What follows belongs to an exercise in optimizing a design on an open flow for small area; a production flow would make more cautious choices. In this exercise RTL edits were held to simulation tests only and were not proved equivalent to the original. No activity file was given, so power comes from the tool's default toggle rates.

==> flow/design.v <==
module zacore_rf #(
) (
    input logic i_clk,
    input logic i_rst, 
    input logic [4:0] rs1_index,
    input logic [4:0] rs2_index,
    input logic [4:0] rd_index,
    output logic [31:0] rs1,
    output logic [31:0] rs2,
    input logic [31:0] rd,
    input logic rd_write_enable
);
logic [31:0] rf [31:1];
logic [31:0] sel1, sel2;
logic [31:0] term [31:0];
logic [31:1] wdec, dec1, dec2;
always_comb begin
    for (int i = 1; i < 32; i++) begin
        wdec[i] = rd_write_enable && (rd_index == 5'(i));
        dec1[i] = (rs1_index == 5'(i));
        dec2[i] = (rs2_index == 5'(i));
        sel1[i] = dec1[i] && !wdec[i];
        sel2[i] = dec2[i] && !wdec[i];
    end
end
assign sel1[0] = rd_write_enable && (rs1_index == rd_index);
assign sel2[0] = rd_write_enable && (rs2_index == rd_index);
always_comb begin
    term[0] = rd;
    for (int i = 1; i < 32; i++)
        term[i] = rf[i];
end
genvar b;
generate
    for (b = 0; b < 32; b++) begin : g_bit
        logic [31:0] col;
        for (genvar i = 0; i < 32; i++) begin : g_col
            assign col[i] = term[i][b];
        end
        zacore_rf_sel32 u_rs1 (.sel(sel1), .d(col), .y(rs1[b]));
        zacore_rf_sel32 u_rs2 (.sel(sel2), .d(col), .y(rs2[b]));
    end
endgenerate
always_ff @(posedge i_clk) begin
    if (i_rst) begin
    end else begin
        if (rd_write_enable && (rd_index != 5'b00000)) begin
            rf[rd_index] <= rd;
        end
    end
end
endmodule
module zacore_rf_sel32 (
    input  logic [31:0] sel,
    input  logic [31:0] d,
    output logic        y
);
    logic [10:0] n;
    for (genvar k = 0; k < 10; k++) begin : g_aoi
        zacore_rf_aoi222 u (
            .a1(sel[3*k]),   .a2(d[3*k]),
            .b1(sel[3*k+1]), .b2(d[3*k+1]),
            .c1(sel[3*k+2]), .c2(d[3*k+2]),
            .y(n[k]));
    end
    zacore_rf_aoi22 u_last (.a1(sel[30]), .a2(d[30]), .b1(sel[31]), .b2(d[31]), .y(n[10]));
    assign y = ~&n;
endmodule
module zacore_rf_aoi222 (
    input  logic a1, a2, b1, b2, c1, c2,
    output logic y
);
    assign y = ~((a1 & a2) | (b1 & b2) | (c1 & c2));
endmodule
module zacore_rf_aoi22 (
    input  logic a1, a2, b1, b2,
    output logic y
);
    assign y = ~((a1 & a2) | (b1 & b2));
endmodule
==> flow/config.mk <==
export PLATFORM = sky130hd
export DESIGN_NAME = zacore_rf
export DESIGN_NICKNAME = zacore_rf
export VERILOG_FILES = /design/flow/design.v
export SDC_FILE = /design/flow/constraint.sdc
export NUM_CORES = 4
export LEC_CHECK = 0
export CAP_MARGIN = 20
export CORE_MARGIN = 2
export CORE_UTILIZATION = 50
export SLEW_MARGIN = 20
export SYNTH_HIERARCHICAL = 1
==> flow/constraint.sdc <==
create_clock -name core_clock -period 7.5 [get_ports {i_clk}]
set_input_delay 1.5000 -clock core_clock [delete_from_list [all_inputs] [get_ports {i_clk}]]
set_output_delay 1.5000 -clock core_clock [all_outputs]
set_load 0.01 [all_outputs]
standard.sh (not shown) runs the stock make flow with config.mk's settings and CLKGATE_MAP_FILE= SYNTH_SCRIPT=/design/flow/synth_recipe.tcl, a recipe that flattens the netlist after the stock synthesis.
==> flow/flow/run.sh <==
#!/bin/bash
# The standard ORFS layout (standard.sh, standard synthesis) with these
# layout changes:
#  - cells that synthesis sized up start at size _1 (flow/downsize.tcl), and
#    ABC's buffers are removed instead of sizing gates on wire-load timing;
#  - port buffers use the smallest buffer;
#  - clock tree: clkbuf_8 only, clusters of up to 16 sinks within 60 um, no
#    dummy loads.
# The make/ORFS output goes to standard.log; each ORFS step keeps its own log
# under orfs/logs.
set -euo pipefail
here=$(pwd)
bash standard.sh \
  "PRE_FLOORPLAN_TCL=$here/flow/downsize.tcl" \
  "REMOVE_ABC_BUFFERS=1" \
  "BUFFER_PORTS_ARGS=-buffer_cell sky130_fd_sc_hd__buf_1" \
  "CTS_ARGS=-sink_clustering_enable -repair_clock_nets -dont_use_dummy_load -buf_list sky130_fd_sc_hd__clkbuf_8 -sink_clustering_size 16 -sink_clustering_max_diameter 60" \
  finish > standard.log 2>&1
==> flow/flow/downsize.tcl <==
# Before floorplanning: set every combinational cell that synthesis sized up
# back to its smallest (_1) variant of the same function. Later repair steps
# size up again only where placement-based timing, slew or load need it.
set db [ord::get_db]
set block [ord::get_db_block]
set n 0
foreach inst [$block getInsts] {
  set name [[$inst getMaster] getName]
  if {[regexp {^(sky130_fd_sc_hd__[a-z0-9]+)_([0-9]+)$} $name -> base size] && $size > 1} {
    set small [$db findMaster ${base}_1]
    if {$small != "NULL"} {
      $inst swapMaster $small
      incr n
    }
  }
}
puts "downsize.tcl: set $n instances to their _1 variant"
Change:
--- a/flow/design.v
+++ b/flow/design.v
@@ -11,22 +11,35 @@
     input logic rd_write_enable
 );
 logic [31:0] rf [31:1];
 logic [31:0] sel1, sel2;
 logic [31:0] term [31:0];
-logic [31:1] wdec, dec1, dec2;
+logic [3:0]  hi1, hi2;
+logic [7:0]  lo1, lo2;
+logic [31:1] nwdec;
 always_comb begin
-    for (int i = 1; i < 32; i++) begin
-        wdec[i] = rd_write_enable && (rd_index == 5'(i));
-        dec1[i] = (rs1_index == 5'(i));
-        dec2[i] = (rs2_index == 5'(i));
-        sel1[i] = dec1[i] && !wdec[i];
-        sel2[i] = dec2[i] && !wdec[i];
+    for (int g = 0; g < 4; g++) begin
+        hi1[g] = (rs1_index[4:3] == 2'(g));
+        hi2[g] = (rs2_index[4:3] == 2'(g));
     end
+    for (int l = 0; l < 8; l++) begin
+        lo1[l] = (rs1_index[2:0] == 3'(l));
+        lo2[l] = (rs2_index[2:0] == 3'(l));
+    end
+end
+always_comb begin
+    for (int i = 1; i < 32; i++)
+        nwdec[i] = !(rd_write_enable && (rd_index == 5'(i)));
 end
 assign sel1[0] = rd_write_enable && (rs1_index == rd_index);
 assign sel2[0] = rd_write_enable && (rs2_index == rd_index);
+generate
+    for (genvar i = 1; i < 32; i++) begin : g_sel
+        zacore_rf_and3 u_sel1 (.a(hi1[i / 8]), .b(lo1[i % 8]), .c(nwdec[i]), .y(sel1[i]));
+        zacore_rf_and3 u_sel2 (.a(hi2[i / 8]), .b(lo2[i % 8]), .c(nwdec[i]), .y(sel2[i]));
+    end
+endgenerate
 always_comb begin
     term[0] = rd;
     for (int i = 1; i < 32; i++)
         term[i] = rf[i];
 end
@@ -76,5 +89,11 @@
     input  logic a1, a2, b1, b2,
     output logic y
 );
     assign y = ~((a1 & a2) | (b1 & b2));
 endmodule
+module zacore_rf_and3 (
+    input  logic a, b, c,
+    output logic y
+);
+    assign y = a & b & c;
+endmodule
=> The new run went through all stages and came out clean. Worst hold slack loses 0.0057 ns. Die area stays flat. Via count went up by 1.0%. Cell area went down by 1.0%. Clock-buffer cell count went up by 6. First-iteration DRC count went up by 9.6%. Total power went up by 0.93%. Global-route usage went up by 1.5 points.

==> re-timing with driven ports <==
The flow's constraints put no driver on any port. The routed layouts listed below were extracted and timed again, unchanged, in two steps.
Step 1 assumes that a clkbuf_16 drives the clock port and a buf_2 every other input.
Step 2, shift: input delay + t, output delay - t, t = (earliest + latest rising clock arrival at the registers) / 2. This alone moves slack from input paths to output paths.
Slacks: ideal / step 1 / step 2; pairs: ideal / step 1.
run | shift t [ns] | slack for setup (ns) | worst register clock-pin slew, ns
the first run | 0.749 | 1.106 / 1.060 / 1.060 | 0.11 / 0.11
the second run | 0.757 | 1.046 / 1.021 / 1.021 | 0.11 / 0.11
After both steps every run listed still meets setup and hold. The setup slack of the first run, which loses most, moves by -0.046 ns with the drivers and by -0.046 ns with both steps.
